What follows belongs to an exercise in optimizing a design on an open flow for small area and a short achievable clock period; a production flow would make more cautious choices. The RTL was checked by simulation tests, not by an equivalence proof against the original design. Power is estimated from default activity; no workload was simulated.

--- constraint.sdc ---
create_clock -name core_clock -period 4.8 [get_ports {clk}]
set_input_delay 0.9600 -clock core_clock [delete_from_list [all_inputs] [get_ports {clk}]]
set_output_delay 0.9600 -clock core_clock [all_outputs]
set_load 0.01 [all_outputs]
--- design.v ---
module dpram4096x16
#(
	parameter DATA_WIDTH = 16, 
	parameter ADDR_WIDTH = 13
)
(
	input clka,clkb,
	input wea,
	input [(DATA_WIDTH-1):0] dina,
	input [(ADDR_WIDTH-1):0] addra, addrb,
	output reg [(DATA_WIDTH-1):0] doutb
);
	reg [DATA_WIDTH-1:0] ram[2**ADDR_WIDTH-1:0];
	always @ (posedge clka)
	begin
		if (wea) 
		begin
			ram[addra] <= dina;
		end
	end 
	always @ (posedge clkb)
	begin
		begin
			doutb <= ram[addrb];
		end
	end 
endmodule
module matrix_new
(
	rst_n,
	clk,
	wr_clk,
	wr,
	wr_addr,
	wr_data,
	r0,
	g0,
	b0,
	r1,
	g1,
	b1,
	a,
	blank,
	sclk,
	latch
);
	parameter COL_NUM_LOG2 = 7;	
	parameter PIXEL_BIT    = 5;
	input	wire						rst_n;
	input	wire						clk;
	input	wire						wr_clk;
	input	wire						wr;
	input	wire	[COL_NUM_LOG2+4:0]	wr_addr;	 
	input	wire	[15:0]				wr_data;
	output	reg		[3:0]				r0;
	output	reg		[3:0]				g0;
	output	reg		[3:0]				b0;
	output	reg		[3:0]				r1;
	output	reg		[3:0]				g1;
	output	reg		[3:0]				b1;
	output	reg		[3:0]				a;
	output	reg							blank;
	output	reg							sclk;
	output	reg							latch;
localparam WAIT = 0,
		   BLANK = 1,
		   LATCH = 2,
		   UNBLANK = 3,
		   READ = 4,
		   SHIFT1 = 5,
		   SHIFT2 = 6;
reg [2:0] state;
reg [15:0] timer;
reg [3:0] delay;
reg [3:0] 				rd_row;
reg [2:0] 				rd_bit;
reg  [COL_NUM_LOG2-1:0] rd_col;
wire [COL_NUM_LOG2+3:0] rd_addr;
wire [127:0] 			rd_data;
wire [7:0] rd_r1, rd_g1, rd_b1, rd_r0, rd_g0, rd_b0;
wire [7:0] rd_r11, rd_g11, rd_b11, rd_r10, rd_g10, rd_b10;
wire [7:0] rd_r21, rd_g21, rd_b21, rd_r20, rd_g20, rd_b20;
wire [7:0] rd_r31, rd_g31, rd_b31, rd_r30, rd_g30, rd_b30;
wire rd_r1_bit, rd_g1_bit, rd_b1_bit, rd_r0_bit, rd_g0_bit, rd_b0_bit;
wire rd_r11_bit, rd_g11_bit, rd_b11_bit, rd_r10_bit, rd_g10_bit, rd_b10_bit;
wire rd_r21_bit, rd_g21_bit, rd_b21_bit, rd_r20_bit, rd_g20_bit, rd_b20_bit;
wire rd_r31_bit, rd_g31_bit, rd_b31_bit, rd_r30_bit, rd_g30_bit, rd_b30_bit;
wire wr_hi = wr && !wr_addr[COL_NUM_LOG2+4];
wire wr_lo = wr && wr_addr[COL_NUM_LOG2+4];
wire wr_left0  = (wr_addr[COL_NUM_LOG2-1:COL_NUM_LOG2-2] == 0);
wire wr_left1  = (wr_addr[COL_NUM_LOG2-1:COL_NUM_LOG2-2] == 1);
wire wr_right0 = (wr_addr[COL_NUM_LOG2-1:COL_NUM_LOG2-2] == 2);
wire wr_right1 = (wr_addr[COL_NUM_LOG2-1:COL_NUM_LOG2-2] == 3);
dpram4096x16
#(
	.DATA_WIDTH				(16),
	.ADDR_WIDTH				(COL_NUM_LOG2+4-2)
)
dpram4096x16_hi_0
(
	.clka					(wr_clk),
	.wea					(wr_hi & wr_left0),
	.addra					({wr_addr[COL_NUM_LOG2+3:COL_NUM_LOG2],wr_addr[COL_NUM_LOG2-3:0]}),
	.dina					(wr_data),
	.clkb					(clk),
	.addrb					(rd_addr),
	.doutb					(rd_data[15:0])
);
dpram4096x16
#(
	.DATA_WIDTH				(16),
	.ADDR_WIDTH				(COL_NUM_LOG2+4-2)
)
dpram4096x16_hi_1
(
	.clka					(wr_clk),
	.wea					(wr_hi & wr_left1),
	.addra					({wr_addr[COL_NUM_LOG2+3:COL_NUM_LOG2],wr_addr[COL_NUM_LOG2-3:0]}),
	.dina					(wr_data),
	.clkb					(clk),
	.addrb					(rd_addr),
	.doutb					(rd_data[31:16])
);
dpram4096x16
#(
	.DATA_WIDTH				(16),
	.ADDR_WIDTH				(COL_NUM_LOG2+4-2)
)
dpram4096x16_hi_2
(
	.clka					(wr_clk),
	.wea					(wr_hi & wr_right0),
	.addra					({wr_addr[COL_NUM_LOG2+3:COL_NUM_LOG2],wr_addr[COL_NUM_LOG2-3:0]}),
	.dina					(wr_data),
	.clkb					(clk),
	.addrb					(rd_addr),
	.doutb					(rd_data[47:32])
);
dpram4096x16
#(
	.DATA_WIDTH				(16),
	.ADDR_WIDTH				(COL_NUM_LOG2+4-2)
)
dpram4096x16_hi_3
(
	.clka					(wr_clk),
	.wea					(wr_hi & wr_right1),
	.addra					({wr_addr[COL_NUM_LOG2+3:COL_NUM_LOG2],wr_addr[COL_NUM_LOG2-3:0]}),
	.dina					(wr_data),
	.clkb					(clk),
	.addrb					(rd_addr),
	.doutb					(rd_data[63:48])
);
dpram4096x16
#(
	.DATA_WIDTH				(16),
	.ADDR_WIDTH				(COL_NUM_LOG2+4-2)
)
dpram4096x16_lo_0
(
	.clka					(wr_clk),
	.wea					(wr_lo & wr_left0),
	.addra					({wr_addr[COL_NUM_LOG2+3:COL_NUM_LOG2],wr_addr[COL_NUM_LOG2-3:0]}),
	.dina					(wr_data),
	.clkb					(clk),
	.addrb					(rd_addr),
	.doutb					(rd_data[79:64])
);
dpram4096x16
#(
	.DATA_WIDTH				(16),
	.ADDR_WIDTH				(COL_NUM_LOG2+4-2)
)
dpram4096x16_lo_1
(
	.clka					(wr_clk),
	.wea					(wr_lo & wr_left1),
	.addra					({wr_addr[COL_NUM_LOG2+3:COL_NUM_LOG2],wr_addr[COL_NUM_LOG2-3:0]}),
	.dina					(wr_data),
	.clkb					(clk),
	.addrb					(rd_addr),
	.doutb					(rd_data[95:80])
);
dpram4096x16
#(
	.DATA_WIDTH				(16),
	.ADDR_WIDTH				(COL_NUM_LOG2+4-2)
)
dpram4096x16_lo_2
(
	.clka					(wr_clk),
	.wea					(wr_lo & wr_right0),
	.addra					({wr_addr[COL_NUM_LOG2+3:COL_NUM_LOG2],wr_addr[COL_NUM_LOG2-3:0]}),
	.dina					(wr_data),
	.clkb					(clk),
	.addrb					(rd_addr),
	.doutb					(rd_data[111:96])
);
dpram4096x16
#(
	.DATA_WIDTH				(16),
	.ADDR_WIDTH				(COL_NUM_LOG2+4-2)
)
dpram4096x16_lo_3
(
	.clka					(wr_clk),
	.wea					(wr_lo & wr_right1),
	.addra					({wr_addr[COL_NUM_LOG2+3:COL_NUM_LOG2],wr_addr[COL_NUM_LOG2-3:0]}),
	.dina					(wr_data),
	.clkb					(clk),
	.addrb					(rd_addr),
	.doutb					(rd_data[127:112])
);
wire [COL_NUM_LOG2-3:0] rd_col_addr = (state == SHIFT2) ? rd_col[COL_NUM_LOG2-3:0] + 1'b1 : rd_col[COL_NUM_LOG2-3:0];
assign rd_addr = {rd_row, rd_col_addr};
assign rd_r31 = rd_data[127:123];
assign rd_g31 = rd_data[122:118];
assign rd_b31 = rd_data[116:112];
assign rd_r30 = rd_data[63:59];
assign rd_g30 = rd_data[58:54];
assign rd_b30 = rd_data[52:48];
assign rd_r21 = rd_data[111:107];
assign rd_g21 = rd_data[106:102];
assign rd_b21 = rd_data[100:96];
assign rd_r20 = rd_data[47:43];
assign rd_g20 = rd_data[42:38];
assign rd_b20 = rd_data[36:32];
assign rd_r11 = rd_data[95:91];
assign rd_g11 = rd_data[90:86];
assign rd_b11 = rd_data[84:80];
assign rd_r10 = rd_data[31:27];
assign rd_g10 = rd_data[26:22];
assign rd_b10 = rd_data[20:16];
assign rd_r1 = rd_data[79:75];
assign rd_g1 = rd_data[74:70];
assign rd_b1 = rd_data[68:64];
assign rd_r0 = rd_data[15:11];
assign rd_g0 = rd_data[10: 6];
assign rd_b0 = rd_data[ 4: 0];
assign rd_r31_bit = rd_r31[rd_bit];
assign rd_g31_bit = rd_g31[rd_bit];
assign rd_b31_bit = rd_b31[rd_bit];
assign rd_r30_bit = rd_r30[rd_bit];
assign rd_g30_bit = rd_g30[rd_bit];
assign rd_b30_bit = rd_b30[rd_bit];
assign rd_r21_bit = rd_r21[rd_bit];
assign rd_g21_bit = rd_g21[rd_bit];
assign rd_b21_bit = rd_b21[rd_bit];
assign rd_r20_bit = rd_r20[rd_bit];
assign rd_g20_bit = rd_g20[rd_bit];
assign rd_b20_bit = rd_b20[rd_bit];
assign rd_r11_bit = rd_r11[rd_bit];
assign rd_g11_bit = rd_g11[rd_bit];
assign rd_b11_bit = rd_b11[rd_bit];
assign rd_r10_bit = rd_r10[rd_bit];
assign rd_g10_bit = rd_g10[rd_bit];
assign rd_b10_bit = rd_b10[rd_bit];
assign rd_r1_bit = rd_r1[rd_bit];
assign rd_g1_bit = rd_g1[rd_bit];
assign rd_b1_bit = rd_b1[rd_bit];
assign rd_r0_bit = rd_r0[rd_bit];
assign rd_g0_bit = rd_g0[rd_bit];
assign rd_b0_bit = rd_b0[rd_bit];
always @ (posedge clk)
begin
	if (!rst_n)
	begin
		r0 <= 0;
		g0 <= 0;
		b0 <= 0;
		r1 <= 0;
		g1 <= 0;
		b1 <= 0;
		a <= 0;
		blank <= 1;
		sclk <= 0;
		latch <= 0;
		state <= READ;
		timer <= 0;
		delay <= 0;
		rd_row <= 0;
		rd_bit <= 0;
			rd_col <= 0;
	end
	else
	begin
		if (timer == 0)
		begin
			case (rd_bit)
				0: timer <= 140;
				1: timer <= 255;
				2: timer <= 511;
				3: timer <= 1023;
				4: timer <= 2047;
				5: timer <= 4095;
				6: timer <= 8191;
				7: timer <= 16383;
			endcase
		end
		else
		begin
			timer <= timer - 1;
		end
		case (state)
			WAIT: begin
				sclk <= 0;
				if (timer == 0)
				begin
					blank <= 1;
					delay <= 8;
					state <= BLANK;
				end
			end
			BLANK: begin
				if (delay == 0)
				begin
					latch <= 1;
					delay <= 8;
					state <= LATCH;
					a <= rd_row;
				end
				else
				begin
					delay <= delay - 1;
				end
			end
			LATCH: begin
				if (delay == 0)
				begin
					blank <= 0;
					latch <= 0;
					state <= UNBLANK;
				end
				else
				begin
					delay <= delay - 1;
				end
			end
			UNBLANK: begin			
				if (rd_bit == PIXEL_BIT - 1)
				begin
					rd_bit <= 0;
					if (rd_row == 15)
					begin
						rd_row <= 0;
					end
					else
					begin
						rd_row <= rd_row + 1;
					end
				end
				else
				begin
					rd_bit <= rd_bit + 1;
				end
					rd_col <= 0;
				state <= READ;
			end
			READ: begin
				state <= SHIFT1;
				sclk <= 0;
			end
			SHIFT1: begin
				sclk <= 0;			
				r0[3] <= rd_r30_bit;
				g0[3] <= rd_g30_bit;
				b0[3] <= rd_b30_bit;
				r1[3] <= rd_r31_bit;
				g1[3] <= rd_g31_bit;
				b1[3] <= rd_b31_bit;
				r0[2] <= rd_r20_bit;
				g0[2] <= rd_g20_bit;
				b0[2] <= rd_b20_bit;
				r1[2] <= rd_r21_bit;
				g1[2] <= rd_g21_bit;
				b1[2] <= rd_b21_bit;		
				r0[1] <= rd_r10_bit;
				g0[1] <= rd_g10_bit;
				b0[1] <= rd_b10_bit;
				r1[1] <= rd_r11_bit;
				g1[1] <= rd_g11_bit;
				b1[1] <= rd_b11_bit;		
				r0[0] <= rd_r0_bit;
				g0[0] <= rd_g0_bit;
				b0[0] <= rd_b0_bit;
				r1[0] <= rd_r1_bit;
				g1[0] <= rd_g1_bit;
				b1[0] <= rd_b1_bit;
				state <= SHIFT2;
			end
			SHIFT2: begin
				sclk <= 1;
				if (rd_col == 2**(COL_NUM_LOG2-2) - 1)
				begin
					rd_col <= 0;
					state <= WAIT;
				end
				else
				begin
					rd_col <= rd_col + 1;
					state <= SHIFT1;
				end
			end
		endcase
	end
end
endmodule
module if8080
(
	clk,
	rst_n,
	mcu_csx,
	mcu_wrx,
	mcu_rdx,  
	mcu_dat,
	mcu_dcx,
	if8080_enable,
	daulram_wr_en,
	daulram_wr_dat,
	daulram_wr_addr,
	state,
	mcu_wr_enable_dbg
);
	parameter   COL_NUM_LOG2 = 7;
	input				clk;    
	input				rst_n;
	input				mcu_csx;
	input				mcu_wrx;
	input				mcu_rdx;
	input	[15:0]		mcu_dat;
	input				mcu_dcx;
	input				if8080_enable;
	output							daulram_wr_en;
	output	[15:0]					daulram_wr_dat;
	output	[COL_NUM_LOG2+4:0]		daulram_wr_addr;
	output  [3:0]		state;
	output	reg			mcu_wr_enable_dbg;
	localparam  IDLE         = 0,
				CMDX1        = 1,
				CMDX2        = 2,
				CMDY_START   = 3,
				CMDY1        = 4,
				CMDY2        = 5,
				WAIT         = 6,
				DATA_START   = 7,
				DATA         = 8;
	reg	[2:0]	mcu_wrx_dly;
	always @(posedge clk)
	begin
		if(!rst_n)
			mcu_wrx_dly <= 0;
		else
			mcu_wrx_dly <= {mcu_wrx_dly[1:0],mcu_wrx};
	end
	wire mcu_wr_enable = (!mcu_wrx_dly[2]) & mcu_wrx_dly[1];
	reg		[3:0]				state,state_next;
	reg		[COL_NUM_LOG2+4:0]	pixel_cnt,pixel_cnt_next;
	reg     [COL_NUM_LOG2-1:0]  pixel_startx,pixel_startx_next;
	reg     [COL_NUM_LOG2-1:0]  pixel_endx,pixel_endx_next;
	reg     [ 4:0]  			pixel_starty,pixel_starty_next;
	reg     [ 4:0]  			pixel_endy,pixel_endy_next;
	reg     [COL_NUM_LOG2+5:0]  pixel_number,pixel_number_next;
	reg							daulram_wr_en,daulram_wr_en_next;
	reg		[15:0]				daulram_wr_dat,daulram_wr_dat_next;
	reg		[COL_NUM_LOG2+4:0]	daulram_wr_addr,daulram_wr_addr_next;
	always @(posedge clk)
	begin
		if(!rst_n)
		begin
			state            <= IDLE;
			pixel_cnt        <= 0;
			pixel_startx     <= 0;
			pixel_endx       <= 0;
			pixel_starty     <= 0;
			pixel_endy       <= 0;
			pixel_number     <= 0;
			daulram_wr_dat   <= 0;
			daulram_wr_en    <= 0;
			daulram_wr_addr  <= 0;
		end
		else
		begin
			state            <= state_next;
			pixel_cnt        <= pixel_cnt_next;
			pixel_startx     <= pixel_startx_next;
			pixel_endx       <= pixel_endx_next;
			pixel_starty     <= pixel_starty_next;
			pixel_endy       <= pixel_endy_next;
			pixel_number     <= pixel_number_next;
			daulram_wr_dat   <= daulram_wr_dat_next;
			daulram_wr_en    <= daulram_wr_en_next;
			daulram_wr_addr  <= daulram_wr_addr_next;
		end
	end
	always @ *
	begin
		state_next        = state;
		pixel_cnt_next    = pixel_cnt;
		pixel_startx_next = pixel_startx;
		pixel_endx_next   = pixel_endx;
		pixel_starty_next = pixel_starty;
		pixel_endy_next   = pixel_endy;
		pixel_number_next = pixel_number;
		daulram_wr_dat_next  = daulram_wr_dat;
		daulram_wr_en_next   = 0;
		daulram_wr_addr_next = daulram_wr_addr;
		case(state)
			IDLE:
			begin
				if( if8080_enable & mcu_wr_enable & (mcu_dcx == 0) & (mcu_dat==16'h002a) )
					state_next = CMDX1;
			end
			CMDX1:  
			begin
				if(mcu_wr_enable & (mcu_dcx == 1))
				begin
					state_next = CMDX2;
					pixel_startx_next = mcu_dat;
				end
			end
			CMDX2:  
			begin
				if(mcu_wr_enable & (mcu_dcx == 1))
				begin
					state_next = CMDY_START;
					pixel_endx_next = mcu_dat;
				end
			end
			CMDY_START:  
			begin
				if( mcu_wr_enable & (mcu_dcx == 0) & (mcu_dat == 16'h002b) )
					state_next = CMDY1;	
			end
			CMDY1:  
			begin
				if(mcu_wr_enable & (mcu_dcx == 1))
				begin
					state_next = CMDY2;
						pixel_starty_next = mcu_dat;
				end
			end
			CMDY2:  
			begin
				if(mcu_wr_enable & (mcu_dcx == 1))
				begin
					state_next = WAIT;
						pixel_endy_next = mcu_dat;
				end
			end
			WAIT:  
			begin
				state_next = DATA_START;
				pixel_number_next = 1 + ( (pixel_endy - pixel_starty) << COL_NUM_LOG2 ) + (pixel_endx - pixel_startx);
			end
			DATA_START:  
			begin
				if( mcu_wr_enable & (mcu_dcx == 0) & (mcu_dat == 16'h002c) )
				begin
					state_next = DATA;
					pixel_cnt_next = 0;			
				end
			end
			DATA:  
			begin
				if(mcu_wr_enable & (mcu_dcx == 1))
				begin
					if(pixel_cnt == pixel_number-1)
					begin
						state_next = IDLE;
					end
					else
					begin
						pixel_cnt_next = pixel_cnt + 1;
					end
					daulram_wr_dat_next  = mcu_dat;
					daulram_wr_en_next   = 1'b1;
					daulram_wr_addr_next = pixel_cnt + ( pixel_starty  << COL_NUM_LOG2 ) + pixel_startx;
				end
				else
					daulram_wr_en_next = 0;
			end
			default:
			begin
				state_next = IDLE;
			end
		endcase
	end
	always @(posedge clk)
	begin
		if(!rst_n)
			mcu_wr_enable_dbg <= 0;
		else
			mcu_wr_enable_dbg <= mcu_wr_enable;
	end
endmodule
module led_ctrl_top
(
	rst_n,
	clk,
	r0,
	g0,
	b0,
	r1,
	g1,
	b1,
	a,
	blank,
	sclk,
	latch,
	a3,
	blank3,
	sclk3,
	latch3,
	led,
	mcu_csx,
	mcu_wrx,
	mcu_rdx,  
	mcu_dat,
	mcu_dcx
	);
	parameter COL_NUM_LOG2 = 3;
	parameter HEARTBEAT_BITS = 18;
	input				mcu_csx;
	input				mcu_wrx;
	input				mcu_rdx;
	input	[15:0]		mcu_dat;
	input				mcu_dcx;
	input				clk;
	input				rst_n;
	output				led;
	reg		[HEARTBEAT_BITS-1:0]	heartbeat_led;
	assign				led	= heartbeat_led[HEARTBEAT_BITS-1];
	output	[3:0]		r0;
	output	[3:0]		g0;
	output	[3:0]		b0;
	output	[3:0]		r1;
	output	[3:0]		g1;
	output	[3:0]		b1;
	output	[3:0]		a;
	output				blank;
	output				sclk;
	output				latch;
	output	[3:0]		a3;
	output				blank3;
	output				sclk3;
	output				latch3;
	wire	[COL_NUM_LOG2+4:0]		wr_addr;
	wire	[15:0]					wr_data;
	wire							wr;
	matrix_new
#(
	.COL_NUM_LOG2			(COL_NUM_LOG2)
)
	inst_matrix_new
(
	.rst_n					(rst_n),
	.clk					(clk),
	.wr_clk					(clk),
	.wr						(wr),
	.wr_addr				(wr_addr),
	.wr_data				(wr_data),
	.r0						(r0),
	.g0						(g0),
	.b0						(b0),
	.r1						(r1),
	.g1						(g1),
	.b1						(b1),
	.a						(a),
	.blank					(blank),
	.sclk					(sclk),
	.latch					(latch)
);
	assign    a3		=  a;
	assign    blank3	=  blank;
	assign    sclk3		=  sclk;
	assign    latch3	=  latch;
	if8080
#(
	.COL_NUM_LOG2			(COL_NUM_LOG2)
)
	inst_if8080_new
(
	.clk					(clk),
	.rst_n					(rst_n),
	.mcu_csx				(mcu_csx),
	.mcu_wrx				(mcu_wrx),
	.mcu_rdx				(mcu_rdx),  
	.mcu_dat				(mcu_dat),
	.mcu_dcx				(mcu_dcx),
	.if8080_enable			(1'b1),
	.daulram_wr_en			(wr),
	.daulram_wr_dat			(wr_data),
	.daulram_wr_addr		(wr_addr),
	.state					(),
	.mcu_wr_enable_dbg		()
);
	always @(posedge clk)
	begin
		if(!rst_n)
			heartbeat_led	<= 0;
		else
			heartbeat_led	<= heartbeat_led + 1'b1;
	end
endmodule
--- config.mk ---
export PLATFORM = sky130hd
export DESIGN_NAME = led_ctrl_top
export DESIGN_NICKNAME = led_ctrl_top
export VERILOG_FILES = /design/flow/design.v
export SDC_FILE = /design/flow/constraint.sdc
export NUM_CORES = 4
export LEC_CHECK = 0
export CAP_MARGIN = 20
export CORE_MARGIN = 2
export CORE_UTILIZATION = 50
export SLEW_MARGIN = 20
--- run.sh ---
#!/bin/bash
# synth_recipe.tcl (not shown) runs the flow's synth.tcl, then flattens the netlist and writes it again
# the make line also repeats each setting of config.mk as NAME=value (left out here)
make -C /OpenROAD-flow-scripts/flow DESIGN_CONFIG=/design/flow/config.mk WORK_HOME=/design/flow/orfs CLKGATE_MAP_FILE= SYNTH_SCRIPT=/design/flow/synth_recipe.tcl finish
==> impl_metrics.toml <==
[status]
status = "complete, no violations"

[critical_path]
crit_fanout = 32
cp-end-kind = "flip-flop"
start_kind = "flip-flop"
crit_path_end = "inst_matrix_new.dpram4096x16_lo_3.doutb[12]$_DFF_P_"
r2r_end = "inst_matrix_new.dpram4096x16_lo_3.doutb[12]$_DFF_P_"
crit_type = "flip-flop to flip-flop"
startpoint = "inst_matrix_new.state[1]$_SDFFE_PN0P_"
reg2reg_from = "inst_matrix_new.state[1]$_SDFFE_PN0P_"
required_ns = 5.57
arrival_ns = 4.56
rrSetupSlack_ns = 1.01
worstRegToRegCells = 8

[grt]
antenna_found_initial = 26
grt_start_max_net_pins = 178
grt_overflow = 0
grt_use_total_pct = 29.1
grt_pass1_wl_mm = 667
grt_pass1_vias = 88556

[placement]
routabilityCongestion = 0.858
dp.final_hpwl_mm = 278
port_buffers = 58
dpl_worst_slack_ns = 1.16

[job]
cap_violations = 0

[synth]
synth_seq_cells = 4113
netlist_area_um2 = 158000
synthCells = 9836
yosysTopAreaCell = "edfxtp_1"
synth_flop_cell = "edfxtp_1"
synth_area_leaders = "edfxtp_1, mux2i_1, mux4_2"
netlist.area_leader.share_pct = 72.9
syn_avg_cell_area_um2 = 16.1
async_reset_ff_share_pct = 0
synth_nets = 9892
yosys_warnings = 12
synth-edff-count = 3840
synth.distinct_cells = 72
ys_seq_area_share_pct = 76.3

[die]
rows = 206
core-area_um2 = 315000
die_w_um = 567
ios = 61
die_y_um = 567
fp.dieArea_um2 = 321000
initial_core_util_pct = 50.2

[sta]
final.setup.tns_ns = 0
fin_crit_sh_pct = 79.0
final.setup.worst_slack_ns = 1.01
timing.fmax_mhz = 264
setup_viol = 0
skew_ns = 0.0366
hold_viol = 0
final.min_clock_period_ns = 3.79
whs_ns = 0.436
tightestPinTransition_ns = 1.23
rsz0062_at_grt = "false"
slew_violations = 0
slew_headroom_pct = 18.1

[hold_path]
hp-class = "flip-flop to flip-flop"

[drt]
wl_per_cell_um = 32.2
drtIter0Drc = 12834
via_per_inst = 6.29
drcViolationCount = 0
dr_total_vias = 92763
ant_nets = 0
first_pass_iters = 6
routed_wirelength_mm = 476

[power_and_ir_drop]
power_density_nw_per_um2 = 410
finalPower_mw = 74.2
ir_drop_v = 0.000289
p_leak_nw = 70.0

[clock_tree]
root_buffer = "clkbuf_16"
clk_latency_ns = 0.96
cts_tree = "yes"
numClockSinks = 4113
cts_made_buffers = 411
h-tree-depth = 5
cts_resized = 0
cts.hold.buffers_added = 0
clockBufferDepth = 4
cts.clk_slew.worst_paths_ns = 0.06
post_cts_buffers = 0

[final_layout]
final_cell_mix = "edfxtp_1, nand2_1, mux2i_1, buf_4, clkbuf_16"
syn2layout_area_growth_pct = 14.2
layout-drive-gt1-share_pct = 15.0
layout_commonest_cell = "edfxtp_1"
nFillCells = 23968
nNetsFinal = 10288
-- cells by family (layout without fill, tap and decap cells) --
group                    after synthesis  in the layout  share of synthesized area (%)
AND/OR/NAND/NOR                     2684           2684                           7.37
AO/OA/AOI/OAI                       1218           1218                           5.09
multiplexers                        1072           1072                           8.87
other                                  0              9                              0
buffers and inverters                657           1407                           1.73
XOR/XNOR                              58             58                          0.321
flip-flops                          4113           4113                           76.3
adder cells (fa/ha/maj)               34             34                          0.283
-- routing by layer --
metal  global-route usage [%]  routed length (µm)  up-vias
li1                         -                   -    39003
met1                     40.6              186000    47935
met2                     45.6              220000     5007
met3                     6.55               51400      804
met4                     9.91               18300       14
met5                        0                  92        -
-- through the flow --
step | area (µm²) | cells | utilization (%)
2_1_floorplan | 158000 | 9836 | -
3_3_place_gp | 167000 | 13972 | 52.9
3_5_place_dp | 167000 | 13978 | 53.0
4_1_cts | 181000 | 14745 | 57.4
5_1_grt | 181000 | 14748 | 57.4
6_report | 181000 | 14755 | 57.4
-- synthesized netlist by cell type, drive strengths merged, types with 24 or more instances --
cell type  number
a22oi          53
dfxtp         273
o21ai         142
nand4         162
a21boi         41
o211a          32
nor4           82
nand3         390
a21oi         231
o211ai         40
and2           37
ha             31
mux2i         806
a31oi         128
buf           226
edfxtp       3840
a221oi         45
inv            43
nand2        1540
clkbuf        387
nor3           24
a2111oi        30
a32oi          72
xnor2          37
o22ai         307
nor2b          42
nor2          325
mux4          264
and3           24
-- how the worst min path moves through the flow --
stage                                                   start                                         to  slack (ns)  depth (start not counted)
CTS                               heartbeat_led[0]$_SDFF_PN0_                heartbeat_led[0]$_SDFF_PN0_        0.44                          1
global route                      heartbeat_led[0]$_SDFF_PN0_                heartbeat_led[0]$_SDFF_PN0_        0.46                          1
floorplan           inst_if8080_new.mcu_wrx_dly[0]$_SDFF_PN0_  inst_if8080_new.mcu_wrx_dly[1]$_SDFF_PN0_        0.41                          1
global placement    inst_if8080_new.mcu_wrx_dly[0]$_SDFF_PN0_  inst_if8080_new.mcu_wrx_dly[1]$_SDFF_PN0_        0.42                          1
detailed placement                heartbeat_led[0]$_SDFF_PN0_                heartbeat_led[0]$_SDFF_PN0_        0.43                          1
finish                            heartbeat_led[0]$_SDFF_PN0_                heartbeat_led[0]$_SDFF_PN0_        0.44                          1
-- worst max-delay path, stage by stage, from the launching register on --
cell	delay [ns]
dfxtp_1	0.64
and3b_1	0.37
xnor2_2	0.20
buf_12	0.25
buf_4	0.44
mux2i_1	0.26
o22ai_1	0.10
a2111oi_1	1.08
a22oi_1	0.23
-- area by class of cell --
cell class / instances / area (µm²) / area share [%]
timing repair buffer: 596 / 5430 / 3.01
clock inverter: 252 / 2890 / 1.60
inverter: 44 / 170 / 0.0942
multi-input combinational: 5066 / 35200 / 19.5
sequential: 4113 / 121000 / 66.9
antenna: 9 / 22.5 / 0.0125
tap: 4160 / 5200 / 2.88
clock buffer: 515 / 11000 / 6.09
-- report_power, final --
part	switching [mW]	leakage (nW)	total, mW	internal, mW
combinational	1.51	16.3	2.41	0.898
clock	13.7	6.79	33.0	19.3
sequential	0.0810	46.9	38.7	38.7
total	15.3	70.0	74.2	58.8
-- state kept, by name, indices dropped and copies added (netlist names), 16 cells and up, named ones only --
name                                   flops
inst_matrix_new.dpram4096x16_lo_2.ram    480
heartbeat_led                             18
inst_matrix_new.dpram4096x16_lo_3.ram    480
inst_matrix_new.dpram4096x16_lo_1.ram    480
inst_matrix_new.timer                     16
inst_matrix_new.dpram4096x16_hi_0.ram    480
inst_matrix_new.dpram4096x16_hi_1.ram    480
inst_matrix_new.dpram4096x16_hi_2.ram    480
inst_matrix_new.dpram4096x16_hi_3.ram    480
inst_matrix_new.dpram4096x16_lo_0.ram    480

afterwards: timing with drivers on the ports:
Ports are ideal in the flow. The routed layout listed here was re-timed in OpenROAD.
Step 1 assumes that a clkbuf_16 drives the clock port and a buf_2 every other input.
Step 2, shift: input delay + t, output delay - t, t = (earliest + latest rising clock arrival at the registers) / 2. This alone moves slack from input paths to output paths.
Three values: ideal ports, drivers, drivers and shift; two values: the first two.
t (ns): 1.046
slack for setup (ns): 1.006 / 1.006 / 1.006
clock arrival spread, ns: 0.045 / 0.045
After both steps setup and hold are still met in this run. For this run, drivers alone change the setup slack by 0.000 ns; drivers and shift together by 0.000 ns.
